This is an optimization exercise on Yosys and OpenROAD, whose aim is small area, a short achievable clock period and few clock cycles, not a production implementation.
The RTL was checked by simulation tests, not by an equivalence proof against the original design.
No activity file was given, so power comes from the tool's default toggle rates.

==> inputs of wip/raven <==
==> flow/design.v <==
module ALU(
	input [7:0] A,
	input [7:0] B,
	input CIN,
	input SUB,         
	input USE_C,       
	input SGN,         
	input S_SUM, S_MUL, S_SHL, S_SHR, S_AND, S_OR, S_XOR, S_NOT,
	output [8:0] RES,
	input [3:0] CMP_OP,
	output reg CMP
);
wire [8:0] bx = SUB ? {1'b1, ~B} : {1'b0, B};
wire cin = SUB ? ~(USE_C & CIN) : (USE_C & CIN);
wire [8:0] sum = {1'b0, A} + bx + {8'd0, cin};
wire [8:0] ma = {SGN & A[7], A};
wire [8:0] mb = {SGN & B[7], B};
wire [8:0] prod = ma * mb;
wire [8:0] shl = {1'b0, A} << B;
wire [8:0] shr = {1'b0, A} >> B;
assign RES = ({9{S_SUM}} & sum)
           | ({9{S_MUL}} & prod)
           | ({9{S_SHL}} & shl)
           | ({9{S_SHR}} & shr)
           | ({9{S_AND}} & {1'b0, A & B})
           | ({9{S_OR}}  & {1'b0, A | B})
           | ({9{S_XOR}} & {1'b0, A ^ B})
           | ({9{S_NOT}} & {1'b1, ~A});
always @* begin
	case (CMP_OP)
		4'd0: CMP = A == B;
		4'd1: CMP = A != B;
		4'd2: CMP = A < B;
		4'd3: CMP = A > B;
		4'd4: CMP = A <= B;
		4'd5: CMP = A >= B;
		default: CMP = 1'b0;
	endcase
end
endmodule
module MEM(
	input CLK,
	input WE,
	input [7:0] ADDR,
	input [7:0] D,
	output reg [7:0] Q
);
reg [7:0] M [0:255];
wire [15:0] hi = 16'd1 << ADDR[7:4];
wire [15:0] lo = 16'd1 << ADDR[3:0];
reg [7:0] part;
integer i, j;
always @* begin
	Q = 8'd0;
	for (j = 0; j < 16; j = j + 1) begin
		part = 8'd0;
		for (i = 0; i < 16; i = i + 1)
			part = part | (M[16*j+i] & {8{lo[i]}});
		Q = Q | (part & {8{hi[j]}});
	end
end
always @(posedge CLK) begin
	if (WE)
		M[ADDR] <= D;
end
endmodule
module INPUT_INT(
	input CLK,
	input RST,
	input EN,
	input [7:0] INPUT,
	input [1:0] CFG,
	output reg INT_FLAG,
	output INT_NEXT
);
reg [7:0] PREV_INPUT;
wire edge_hit = (CFG == 2'b01) ? |(~PREV_INPUT & INPUT) :
                (CFG == 2'b11) ? |(PREV_INPUT & ~INPUT) : 1'b0;
assign INT_NEXT = EN ? edge_hit : INT_FLAG;
always @(posedge CLK) begin
	if (RST) begin
		INT_FLAG <= 1'b0;
		PREV_INPUT <= 8'd0;
	end
	else begin
		INT_FLAG <= INT_NEXT;
		if (EN)
			PREV_INPUT <= INPUT;
	end
end
endmodule
module TIMER_INT(
	input CLK,
	input RST,
	input EN,
	input [6:0] CFG0,
	input [6:0] CFG1,
	input [6:0] CFG2,
	input [6:0] CFG3,
	output reg [3:0] INT_FLAG,
	output [3:0] INT_NEXT
);
reg [9:0] CNT;
reg [5:0] TICK [0:3];
wire WRAP = CNT == 10'd999;
wire [6:0] CFG [0:3];
assign CFG[0] = CFG0;
assign CFG[1] = CFG1;
assign CFG[2] = CFG2;
assign CFG[3] = CFG3;
wire [3:0] hit;
genvar g;
generate
	for (g = 0; g < 4; g = g + 1) begin : gen_hit
		assign hit[g] = WRAP & CFG[g][0] & (CFG[g][6:1] == TICK[g]);
	end
endgenerate
assign INT_NEXT = EN ? hit : INT_FLAG;
integer i;
always @(posedge CLK) begin
	if (RST) begin
		CNT <= 10'd0;
		INT_FLAG <= 4'd0;
		for (i = 0; i < 4; i = i + 1)
			TICK[i] <= 6'd0;
	end
	else begin
		INT_FLAG <= INT_NEXT;
		if (EN) begin
			CNT <= WRAP ? 10'd0 : CNT + 10'd1;
			for (i = 0; i < 4; i = i + 1) begin
				if (hit[i])
					TICK[i] <= 6'd0;
				else if (WRAP)
					TICK[i] <= TICK[i] + 6'd1;
			end
		end
	end
end
endmodule
module AYUMU(
	input CLK,
	input RST,
	input [31:0] INPUT,
	output [31:0] OUTPUT,
	output [15:0] IADDR,
	input [15:0] IDATA
);
reg        RUN;       
reg        HOLD;      
reg        TAKE;      
reg [15:0] NPC;       
reg [15:0] PC;        
reg        C_FLAG;
reg        F_FLAG;
reg        INSERV;    
reg [15:0] SAVED_PC;
reg [7:0]  R   [0:15];
reg [7:0]  IO  [0:3];
reg [15:0] VEC [0:7];
reg [1:0]  ICFG [0:3];    
reg [6:0]  TCFG [0:3];    
assign OUTPUT = {IO[3], IO[2], IO[1], IO[0]};
assign IADDR = NPC;
integer i;
wire [15:0] w = IDATA;
wire f_alui = w[15];
wire f_01   = ~w[15] & w[14];
wire f_alur = f_01 & (w[9:8] == 2'b00);
wire f_cmp  = f_01 & (w[9:8] == 2'b01);
wire f_io   = f_01 & (w[9:8] == 2'b10);
wire f_mem  = f_01 & (w[9:8] == 2'b11);
wire f_x1   = ~w[15] & ~w[14] & w[12];
wire f_jmp  = f_x1 & (w[7:4] == 4'd0);
wire f_not  = f_x1 & (w[7:4] == 4'd1);
wire f_reti = f_x1 & (w[7:4] == 4'd2);
wire [3:0] f_a  = f_alui ? w[11:8] : (f_io | f_not) ? w[3:0] : w[7:4];
wire [3:0] f_b  = w[3:0];
wire [3:0] f_op = f_alui ? {1'b0, w[14:12]} : w[13:10];
wire f_alu2 = f_alui | f_alur;    
wire [15:0] f_opd = {16{f_alu2}} & (16'd1 << f_op);
wire f_mul  = f_opd[2] | f_opd[8];
wire f_jmpu = f_jmp & (w[9:8] == 2'b00);
wire f_jmpc = f_jmp & (w[9:8] == 2'b01);
wire f_ret  = f_reti | (f_jmp & (w[9:8] == 2'b10));
wire f_vsel = w[3:0] != 4'd0;
reg [15:0] A_OH;        
reg [7:0]  OPA;         
reg [7:0]  OPB;         
reg        FWD_A, FWD_B;    
reg [7:0]  LAST;        
reg        S_SUM, S_MUL, S_SHL, S_SHR, S_AND, S_OR, S_XOR, S_NOT;
reg        D_SUB, D_USEC, D_SGN;
reg [3:0]  CMPOP;       
reg        D_ALU, D_CMP, D_MEM, D_LD, D_IN, D_OUT, D_SETV, D_SETC;
reg        D_RETI, D_VSEL;
reg [2:0]  D_K;         
wire adv = RUN & ~HOLD;       
wire exe = adv & ~TAKE;       
wire reg_we = exe & (D_ALU | D_LD | D_IN);
wire [7:0] wd;
wire [15:0] PAIR = D_VSEL ? {R[14], R[15]} : {R[12], R[13]};
wire [7:0] A = FWD_A ? LAST : OPA;
wire [7:0] B = FWD_B ? LAST : OPB;
wire [8:0] alu_res;
wire       cmp_res;
ALU ALU(.A(A), .B(B), .CIN(C_FLAG), .SUB(D_SUB), .USE_C(D_USEC), .SGN(D_SGN),
	.S_SUM(S_SUM), .S_MUL(S_MUL), .S_SHL(S_SHL), .S_SHR(S_SHR), .S_AND(S_AND), .S_OR(S_OR),
	.S_XOR(S_XOR), .S_NOT(S_NOT),
	.RES(alu_res), .CMP_OP(CMPOP), .CMP(cmp_res));
wire [7:0] mem_q;
wire mem_we = exe & D_MEM & ~D_LD;
MEM MEM(.CLK(CLK), .WE(mem_we), .ADDR(B), .D(A), .Q(mem_q));
wire [7:0] in_val = D_K[2] ? INPUT[D_K[1:0]*8 +: 8] : IO[D_K[1:0]];
assign wd = alu_res[7:0] | ({8{D_LD}} & mem_q) | ({8{D_IN}} & in_val);
wire [7:0] REQ;
wire [7:0] REQ_N;
genvar g;
generate
	for (g = 0; g < 4; g = g + 1) begin : gen_in
		INPUT_INT INPUT_INT(.CLK(CLK), .RST(RST), .EN(adv), .INPUT(INPUT[g*8 +: 8]), .CFG(ICFG[g]),
			.INT_FLAG(REQ[g]), .INT_NEXT(REQ_N[g]));
	end
endgenerate
TIMER_INT TIMER_INT(.CLK(CLK), .RST(RST), .EN(adv),
	.CFG0(TCFG[0]), .CFG1(TCFG[1]), .CFG2(TCFG[2]), .CFG3(TCFG[3]),
	.INT_FLAG(REQ[7:4]), .INT_NEXT(REQ_N[7:4]));
wire insrv_n = (adv & TAKE) ? 1'b1 : (exe & D_RETI) ? 1'b0 : INSERV;
wire f_n     = adv ? (exe & D_CMP & cmp_res) : F_FLAG;
wire [15:0] saved_n = (adv & TAKE) ? PC : SAVED_PC;
wire take_n  = (REQ_N != 8'd0) & ~insrv_n;
reg [15:0] vec_n [0:7];
always @* begin
	for (i = 0; i < 8; i = i + 1)
		vec_n[i] = (exe & D_SETV & (D_K == i)) ? PAIR : VEC[i];
end
reg [15:0] vsel_n;
always @* begin
	if (REQ_N[0])      vsel_n = vec_n[0];
	else if (REQ_N[1]) vsel_n = vec_n[1];
	else if (REQ_N[2]) vsel_n = vec_n[2];
	else if (REQ_N[3]) vsel_n = vec_n[3];
	else if (REQ_N[4]) vsel_n = vec_n[4];
	else if (REQ_N[5]) vsel_n = vec_n[5];
	else if (REQ_N[6]) vsel_n = vec_n[6];
	else               vsel_n = vec_n[7];
end
wire pair_wr = reg_we & (A_OH[12] | A_OH[13] | A_OH[14] | A_OH[15]);
wire hold_n  = ~HOLD & ~take_n & (f_jmpu | f_jmpc) & pair_wr;
wire jt_n    = f_jmpu | (f_jmpc & f_n);
wire [15:0] tgt_n = f_vsel ? {R[14], R[15]} : {R[12], R[13]};
wire [15:0] npc_n = hold_n ? NPC :
                    take_n ? vsel_n :
                    jt_n ? tgt_n :
                    f_ret ? saved_n : NPC + 16'd1;
wire [15:0] f_aoh = 16'd1 << f_a;
always @(posedge CLK) begin
	A_OH   <= f_aoh;
	OPA    <= R[f_a];
	OPB    <= f_alui ? w[7:0] : R[f_b];
	FWD_A  <= reg_we & A_OH[f_a];
	FWD_B  <= reg_we & ~f_alui & A_OH[f_b];
	LAST   <= wd;
	S_SUM  <= f_opd[0] | f_opd[1] | f_opd[9] | f_opd[10];
	S_MUL  <= f_mul;
	S_SHL  <= f_opd[3];
	S_SHR  <= f_opd[4];
	S_AND  <= f_opd[5];
	S_OR   <= f_opd[6];
	S_XOR  <= f_opd[7];
	S_NOT  <= f_opd[11] | f_not;
	D_SUB  <= (f_op == 4'd1) | (f_op == 4'd10);
	D_USEC <= (f_op == 4'd9) | (f_op == 4'd10);
	D_SGN  <= f_op == 4'd2;
	CMPOP  <= w[13:10];
	D_ALU  <= f_alu2 | f_not;
	D_CMP  <= f_cmp;
	D_MEM  <= f_mem;
	D_LD   <= f_mem & w[10];
	D_IN   <= f_io & (w[13:12] == 2'b00) & w[11];
	D_OUT  <= f_io & (w[13:12] == 2'b00) & ~w[11] & ~w[6];
	D_SETV <= f_io & (w[13:12] == 2'b01);
	D_SETC <= f_io & (w[13:12] == 2'b10);
	D_RETI <= f_ret;
	D_VSEL <= f_vsel;
	D_K    <= w[6:4];
end
always @(posedge CLK) begin
	if (RST) begin
		RUN <= 1'b0;
		HOLD <= 1'b0;
		TAKE <= 1'b0;
		NPC <= 16'd0;
		PC <= 16'd0;
		C_FLAG <= 1'b0;
		F_FLAG <= 1'b0;
		INSERV <= 1'b0;
		SAVED_PC <= 16'd0;
		for (i = 0; i < 16; i = i + 1)
			R[i] <= 8'd0;
		for (i = 0; i < 4; i = i + 1) begin
			IO[i] <= 8'd0;
			ICFG[i] <= 2'd0;
			TCFG[i] <= 7'd0;
		end
		for (i = 0; i < 8; i = i + 1)
			VEC[i] <= 16'd0;
	end
	else begin
		RUN <= 1'b1;
		HOLD <= hold_n;
		TAKE <= take_n;
		NPC <= npc_n;
		PC <= NPC;
		INSERV <= insrv_n;
		F_FLAG <= f_n;
		SAVED_PC <= saved_n;
		for (i = 0; i < 8; i = i + 1)
			VEC[i] <= vec_n[i];
		if (adv)
			C_FLAG <= exe & alu_res[8];
		for (i = 0; i < 16; i = i + 1)
			if (reg_we & A_OH[i])
				R[i] <= wd;
		if (exe & D_OUT)
			IO[D_K[1:0]] <= A;
		if (exe & D_SETC) begin
			if (D_K[2]) TCFG[D_K[1:0]] <= {A[7:2], A[0]};
			else ICFG[D_K[1:0]] <= A[1:0];
		end
	end
end
endmodule
==> flow/flow/run.sh <==
#!/bin/bash
set -o pipefail
bash standard.sh SETUP_SLACK_MARGIN=6.3 finish > standard.log 2>&1
==> flow/standard.sh <==
#!/bin/bash
# synth_recipe.tcl (not shown) runs the flow's synth.tcl, then flattens the netlist and writes it again
# the make line also repeats each setting of config.mk as NAME=value (left out here)
make -C /OpenROAD-flow-scripts/flow DESIGN_CONFIG=/design/flow/config.mk WORK_HOME=/design/flow/orfs CLKGATE_MAP_FILE= SYNTH_SCRIPT=/design/flow/synth_recipe.tcl "${@:-finish}"
==> flow/config.mk <==
export PLATFORM = sky130hd
export DESIGN_NAME = AYUMU
export DESIGN_NICKNAME = AYUMU
export VERILOG_FILES = /design/flow/design.v
export SDC_FILE = /design/flow/constraint.sdc
export NUM_CORES = 4
export LEC_CHECK = 0
export CAP_MARGIN = 20
export CORE_MARGIN = 2
export CORE_UTILIZATION = 60
export CTS_CLUSTER_DIAMETER = 80
export CTS_CLUSTER_SIZE = 30
export SLEW_MARGIN = 20
==> flow/constraint.sdc <==
create_clock -name core_clock -period 10.0 [get_ports {CLK}]
set_input_delay 2.0000 -clock core_clock [delete_from_list [all_inputs] [get_ports {CLK}]]
set_output_delay 2.0000 -clock core_clock [all_outputs]
set_load 0.01 [all_outputs]
==> wip/harbor (differences from wip/raven) <==
==> flow/design.v, changed modules only <==
module ADD9(
	input [8:0] X,
	input [8:0] Y,
	input CI,
	output [8:0] S
);
wire [8:0] p = X ^ Y;
reg [8:0] G, P;
reg [8:0] Gn, Pn;
integer i, d;
always @* begin
	G = X & Y;
	P = p;
	G[0] = G[0] | (P[0] & CI);
	P[0] = 1'b0;
	for (d = 1; d < 9; d = d * 2) begin
		Gn = G;
		Pn = P;
		for (i = 0; i < 9; i = i + 1)
			if (i >= d) begin
				Gn[i] = G[i] | (P[i] & G[i-d]);
				Pn[i] = P[i] & P[i-d];
			end
		G = Gn;
		P = Pn;
	end
end
assign S = p ^ {G[7:0], CI};
endmodule
module INC16(
	input [15:0] X,
	output [15:0] Y
);
reg [15:0] A, An;
integer i, d;
always @* begin
	A = X;    
	for (d = 1; d < 16; d = d * 2) begin
		An = A;
		for (i = 0; i < 16; i = i + 1)
			if (i >= d)
				An[i] = A[i] & A[i-d];
		A = An;
	end
end
assign Y = X ^ {A[14:0], 1'b1};
endmodule
module ALU(
	input [7:0] A,
	input [7:0] B,
	input CIN,
	input SUB,         
	input USE_C,       
	input SGN,         
	input S_SUM, S_MUL, S_SHL, S_SHR, S_AND, S_OR, S_XOR, S_NOT,
	input [8:0] P_S,
	input [8:0] P_C,
	output [8:0] MUL_S,
	output [8:0] MUL_C,
	output [8:0] RES,
	input [3:0] CMP_OP,
	output reg CMP
);
wire [8:0] bx = SUB ? {1'b1, ~B} : {1'b0, B};
wire cin = SUB ? ~(USE_C & CIN) : (USE_C & CIN);
wire [8:0] sum;
ADD9 ADD(.X({1'b0, A}), .Y(bx), .CI(cin), .S(sum));
wire [8:0] ma = {SGN & A[7], A};
wire [8:0] mb = {SGN & B[7], B};
wire [8:0] r [0:8];
genvar g;
generate
	for (g = 0; g < 9; g = g + 1) begin : gen_pp
		assign r[g] = ({9{mb[g]}} & ma) << g;
	end
endgenerate
function [17:0] csa;    
	input [8:0] x, y, z;
	csa = {((x & y) | (x & z) | (y & z)) << 1, x ^ y ^ z};
endfunction
wire [17:0] l1a = csa(r[0], r[1], r[2]);
wire [17:0] l1b = csa(r[3], r[4], r[5]);
wire [17:0] l1c = csa(r[6], r[7], r[8]);
wire [17:0] l2a = csa(l1a[8:0], l1a[17:9], l1b[8:0]);
wire [17:0] l2b = csa(l1b[17:9], l1c[8:0], l1c[17:9]);
wire [17:0] l3a = csa(l2a[8:0], l2a[17:9], l2b[8:0]);
wire [17:0] l4a = csa(l3a[8:0], l3a[17:9], l2b[17:9]);
assign MUL_S = l4a[8:0];
assign MUL_C = l4a[17:9];
wire [8:0] prod;
ADD9 MADD(.X(P_S), .Y(P_C), .CI(1'b0), .S(prod));
wire [8:0] shl = {1'b0, A} << B;
wire [8:0] shr = {1'b0, A} >> B;
assign RES = ({9{S_SUM}} & sum)
           | ({9{S_MUL}} & prod)
           | ({9{S_SHL}} & shl)
           | ({9{S_SHR}} & shr)
           | ({9{S_AND}} & {1'b0, A & B})
           | ({9{S_OR}}  & {1'b0, A | B})
           | ({9{S_XOR}} & {1'b0, A ^ B})
           | ({9{S_NOT}} & {1'b1, ~A});
wire lt = sum[8];
wire eq = A == B;
always @* begin
	case (CMP_OP)
		4'd0: CMP = eq;
		4'd1: CMP = ~eq;
		4'd2: CMP = lt;
		4'd3: CMP = ~lt & ~eq;
		4'd4: CMP = lt | eq;
		4'd5: CMP = ~lt;
		default: CMP = 1'b0;
	endcase
end
endmodule
module MEM(
	input CLK,
	input WE,
	input [15:0] HI,
	input [15:0] LO,
	input [7:0] D,
	output [7:0] Q
);
wire [7:0] part [0:15];
wire [7:0] grp [0:15];
genvar j, i;
generate
	for (j = 0; j < 16; j = j + 1) begin : hi
		wire [7:0] sel [0:15];
		for (i = 0; i < 16; i = i + 1) begin : lo
			reg [7:0] W;
			always @(posedge CLK)
				if (WE & HI[j] & LO[i])
					W <= D;
			assign sel[i] = W & {8{LO[i]}};
		end
		assign part[j] = sel[0] | sel[1] | sel[2] | sel[3] | sel[4] | sel[5] | sel[6] | sel[7]
		               | sel[8] | sel[9] | sel[10] | sel[11] | sel[12] | sel[13] | sel[14] | sel[15];
		assign grp[j] = part[j] & {8{HI[j]}};
	end
endgenerate
assign Q = grp[0] | grp[1] | grp[2] | grp[3] | grp[4] | grp[5] | grp[6] | grp[7]
         | grp[8] | grp[9] | grp[10] | grp[11] | grp[12] | grp[13] | grp[14] | grp[15];
endmodule
module AYUMU(
	input CLK,
	input RST,
	input [31:0] INPUT,
	output [31:0] OUTPUT,
	output [15:0] IADDR,
	input [15:0] IDATA
);
reg        RUN;       
reg        HOLD;      
reg        TAKE;      
reg [15:0] NPC;       
reg [15:0] PC;        
reg        C_FLAG;
reg        F_FLAG;
reg        INSERV;    
reg [15:0] SAVED_PC;
reg [8:0]  P_S;       
reg [8:0]  P_C;
reg [7:0]  R   [0:15];
reg [7:0]  IO  [0:3];
reg [15:0] VEC [0:7];
reg [1:0]  ICFG [0:3];    
reg [6:0]  TCFG [0:3];    
assign OUTPUT = {IO[3], IO[2], IO[1], IO[0]};
assign IADDR = NPC;
integer i;
wire [15:0] w = IDATA;
wire f_alui = w[15];
wire f_01   = ~w[15] & w[14];
wire f_alur = f_01 & (w[9:8] == 2'b00);
wire f_cmp  = f_01 & (w[9:8] == 2'b01);
wire f_io   = f_01 & (w[9:8] == 2'b10);
wire f_mem  = f_01 & (w[9:8] == 2'b11);
wire f_x1   = ~w[15] & ~w[14] & w[12];
wire f_jmp  = f_x1 & (w[7:4] == 4'd0);
wire f_not  = f_x1 & (w[7:4] == 4'd1);
wire f_reti = f_x1 & (w[7:4] == 4'd2);
wire [3:0] f_a  = f_alui ? w[11:8] : (f_io | f_not) ? w[3:0] : w[7:4];
wire [3:0] f_b  = w[3:0];
wire [3:0] f_op = f_alui ? {1'b0, w[14:12]} : w[13:10];
wire f_alu2 = f_alui | f_alur;    
wire [15:0] f_opd = {16{f_alu2}} & (16'd1 << f_op);
wire f_mul  = f_opd[2] | f_opd[8];
wire f_jmpu = f_jmp & (w[9:8] == 2'b00);
wire f_jmpc = f_jmp & (w[9:8] == 2'b01);
wire f_ret  = f_reti | (f_jmp & (w[9:8] == 2'b10));
wire f_vsel = w[3:0] != 4'd0;
reg [15:0] A_OH;        
reg [7:0]  OPA;         
reg [7:0]  OPB;         
reg [15:0] M_HI;        
reg [15:0] M_LO;        
reg        FWD_A, FWD_B;    
reg [7:0]  LAST;        
reg        S_SUM, S_MUL, S_SHL, S_SHR, S_AND, S_OR, S_XOR, S_NOT;
reg        D_SUB, D_USEC, D_SGN;
reg [3:0]  CMPOP;       
reg        D_ALU, D_CMP, D_MEM, D_LD, D_IN, D_OUT, D_SETV, D_SETC;
reg        D_RETI, D_VSEL;
reg [2:0]  D_K;         
wire adv = RUN & ~HOLD;       
wire exe = adv & ~TAKE;       
wire reg_we = exe & (D_ALU | D_LD | D_IN);
wire [7:0] wd;
wire [15:0] PAIR = D_VSEL ? {R[14], R[15]} : {R[12], R[13]};
wire [7:0] A = FWD_A ? LAST : OPA;
wire [7:0] B = FWD_B ? LAST : OPB;
wire [8:0] alu_res;
wire       cmp_res;
wire [8:0] mul_s;
wire [8:0] mul_c;
ALU ALU(.A(A), .B(B), .CIN(C_FLAG), .SUB(D_SUB), .USE_C(D_USEC), .SGN(D_SGN),
	.S_SUM(S_SUM), .S_MUL(S_MUL), .S_SHL(S_SHL), .S_SHR(S_SHR), .S_AND(S_AND), .S_OR(S_OR),
	.S_XOR(S_XOR), .S_NOT(S_NOT), .P_S(P_S), .P_C(P_C), .MUL_S(mul_s), .MUL_C(mul_c),
	.RES(alu_res), .CMP_OP(CMPOP), .CMP(cmp_res));
wire [7:0] mem_q;
wire mem_we = exe & D_MEM & ~D_LD;
MEM MEM(.CLK(CLK), .WE(mem_we), .HI(M_HI), .LO(M_LO), .D(A), .Q(mem_q));
wire [7:0] in_val = D_K[2] ? INPUT[D_K[1:0]*8 +: 8] : IO[D_K[1:0]];
assign wd = alu_res[7:0] | ({8{D_LD}} & mem_q) | ({8{D_IN}} & in_val);
wire [7:0] REQ;
wire [7:0] REQ_N;
genvar g;
generate
	for (g = 0; g < 4; g = g + 1) begin : gen_in
		INPUT_INT INPUT_INT(.CLK(CLK), .RST(RST), .EN(adv), .INPUT(INPUT[g*8 +: 8]), .CFG(ICFG[g]),
			.INT_FLAG(REQ[g]), .INT_NEXT(REQ_N[g]));
	end
endgenerate
TIMER_INT TIMER_INT(.CLK(CLK), .RST(RST), .EN(adv),
	.CFG0(TCFG[0]), .CFG1(TCFG[1]), .CFG2(TCFG[2]), .CFG3(TCFG[3]),
	.INT_FLAG(REQ[7:4]), .INT_NEXT(REQ_N[7:4]));
wire insrv_n = (adv & TAKE) ? 1'b1 : (exe & D_RETI) ? 1'b0 : INSERV;
wire f_n     = adv ? (exe & D_CMP & cmp_res) : F_FLAG;
wire [15:0] saved_n = (adv & TAKE) ? PC : SAVED_PC;
wire take_n  = (REQ_N != 8'd0) & ~insrv_n;
reg [15:0] vsel;
always @* begin
	if (REQ[0])      vsel = VEC[0];
	else if (REQ[1]) vsel = VEC[1];
	else if (REQ[2]) vsel = VEC[2];
	else if (REQ[3]) vsel = VEC[3];
	else if (REQ[4]) vsel = VEC[4];
	else if (REQ[5]) vsel = VEC[5];
	else if (REQ[6]) vsel = VEC[6];
	else             vsel = VEC[7];
end
wire fwd_a_n = reg_we & A_OH[f_a];
wire fwd_b_n = reg_we & A_OH[f_b];
wire pair_wr = reg_we & (A_OH[12] | A_OH[13] | A_OH[14] | A_OH[15]);
wire haz_n   = ~HOLD & (f_mul | ((f_jmpu | f_jmpc) & pair_wr) | (f_mem & fwd_b_n));
wire hold_n  = ~HOLD & take_n | haz_n;
wire jt_n    = f_jmpu | (f_jmpc & f_n);
wire [15:0] tgt_n = f_vsel ? {R[14], R[15]} : {R[12], R[13]};
wire [15:0] npc_inc;
INC16 INC(.X(NPC), .Y(npc_inc));
wire [15:0] npc_n = (HOLD & TAKE) ? vsel :
                    haz_n ? NPC :
                    jt_n ? tgt_n :
                    f_ret ? saved_n : npc_inc;
wire [7:0] rb_n = R[f_b];
always @(posedge CLK) begin
	A_OH   <= 16'd1 << f_a;
	OPA    <= R[f_a];
	OPB    <= f_alui ? w[7:0] : rb_n;
	M_HI   <= 16'd1 << rb_n[7:4];
	M_LO   <= 16'd1 << rb_n[3:0];
	FWD_A  <= fwd_a_n;
	FWD_B  <= ~f_alui & fwd_b_n;
	LAST   <= wd;
	S_SUM  <= f_opd[0] | f_opd[1] | f_opd[9] | f_opd[10];
	S_MUL  <= f_mul;
	S_SHL  <= f_opd[3];
	S_SHR  <= f_opd[4];
	S_AND  <= f_opd[5];
	S_OR   <= f_opd[6];
	S_XOR  <= f_opd[7];
	S_NOT  <= f_opd[11] | f_not;
	D_SUB  <= f_opd[1] | f_opd[10] | f_cmp;
	D_USEC <= f_opd[9] | f_opd[10];
	D_SGN  <= f_opd[2];
	CMPOP  <= w[13:10];
	D_ALU  <= f_alu2 | f_not;
	D_CMP  <= f_cmp;
	D_MEM  <= f_mem;
	D_LD   <= f_mem & w[10];
	D_IN   <= f_io & (w[13:12] == 2'b00) & w[11];
	D_OUT  <= f_io & (w[13:12] == 2'b00) & ~w[11] & ~w[6];
	D_SETV <= f_io & (w[13:12] == 2'b01);
	D_SETC <= f_io & (w[13:12] == 2'b10);
	D_RETI <= f_ret;
	D_VSEL <= f_vsel;
	D_K    <= w[6:4];
end
always @(posedge CLK) begin
	if (RUN & HOLD) begin
		P_S <= mul_s;
		P_C <= mul_c;
	end
end
always @(posedge CLK) begin
	if (RST) begin
		RUN <= 1'b0;
		HOLD <= 1'b0;
		TAKE <= 1'b0;
		NPC <= 16'd0;
		PC <= 16'd0;
		C_FLAG <= 1'b0;
		F_FLAG <= 1'b0;
		INSERV <= 1'b0;
		SAVED_PC <= 16'd0;
		for (i = 0; i < 16; i = i + 1)
			R[i] <= 8'd0;
		for (i = 0; i < 4; i = i + 1) begin
			IO[i] <= 8'd0;
			ICFG[i] <= 2'd0;
			TCFG[i] <= 7'd0;
		end
		for (i = 0; i < 8; i = i + 1)
			VEC[i] <= 16'd0;
	end
	else begin
		RUN <= 1'b1;
		HOLD <= hold_n;
		TAKE <= take_n;
		NPC <= npc_n;
		if (~(HOLD & TAKE))
			PC <= NPC;
		INSERV <= insrv_n;
		F_FLAG <= f_n;
		SAVED_PC <= saved_n;
		if (adv)
			C_FLAG <= exe & alu_res[8];
		for (i = 0; i < 16; i = i + 1)
			if (reg_we & A_OH[i])
				R[i] <= wd;
		if (exe & D_OUT)
			IO[D_K[1:0]] <= A;
		if (exe & D_SETV)
			VEC[D_K] <= PAIR;
		if (exe & D_SETC) begin
			if (D_K[2]) TCFG[D_K[1:0]] <= {A[7:2], A[0]};
			else ICFG[D_K[1:0]] <= A[1:0];
		end
	end
end
endmodule
==> flow/flow/run.sh (replaced) <==
#!/bin/bash
set -o pipefail
bash standard.sh SETUP_SLACK_MARGIN=6.4 \
	"BUFFER_PORTS_ARGS=-buffer_cell sky130_fd_sc_hd__buf_4" finish > standard.log 2>&1
Settings changed: CORE_UTILIZATION 60 to 50.
==> notes.md <==
hold_ws 0.460 ns; post-synthesis compound-gate area fraction 13.5%; # Taps 2688; simple-gate share of the synthesized area 7.51%; status no timing/DRC/antenna violations; Seq area share 64.4%; top post-synthesis cells by area edfxtp_1, dfxtp_1, a22oi_1; Internal Power 15.3 mW
the above is filed under wip/harbor

==> notes.md <==
top post-synthesis cells by area edfxtp_1, dfxtp_1, a22oi_1; postcts setup bufs 184; clk slew on worst S/H paths 0.10 ns; Post-synth EDFFs 2116; fill cell count 11700; cell taking the most area after synthesis edfxtp_1; status no timing/DRC/antenna violations; Clock Path Buffers 3; I/O pin count 98; Comb power frac 13.5%; Seq area share 60.1%; CTS sink cnt 2570; simple-gate share of the synthesized area 7.72%; Internal Power 15.4 mW
the above is filed under wip/raven

Testbench counts of wip/raven, summed over its fixed seeds: cycles 145,254.
Testbench counts of wip/harbor, summed over its fixed seeds: cycles 152,112.

re-timing with driven ports:
How much do the figures lean on ideal ports? The routed layouts below were timed once more, with nothing changed but the port constraints. Step 1: set_driving_cell puts a clkbuf_16 on CLK and a buf_2 on each other input, an assumption about the parent block. Step 2 moves the port delays by t, midway between the first and last clock arrival at a register: inputs arrive t later, outputs are due t later. That takes back most of the time a late clock gives input paths. a / b / c = ideal ports / drivers / drivers and shift; a / b = the first two.
run | t, ns | setup WS [ns] | worst setup path after step 2 | worst slew at a driven data input, ns | cell pins on the clock port's net
wip/raven | 0.924 | 4.875 / 4.875 / 4.790 | input to register | 0.17 | 1
wip/harbor | 0.916 | 6.204 / 6.116 / 5.199 | input to register | 0.29 | 1
After both steps every run listed still meets setup and hold. For wip/harbor, which loses most, drivers alone change the setup slack by -0.088 ns; drivers and shift together by -1.005 ns.
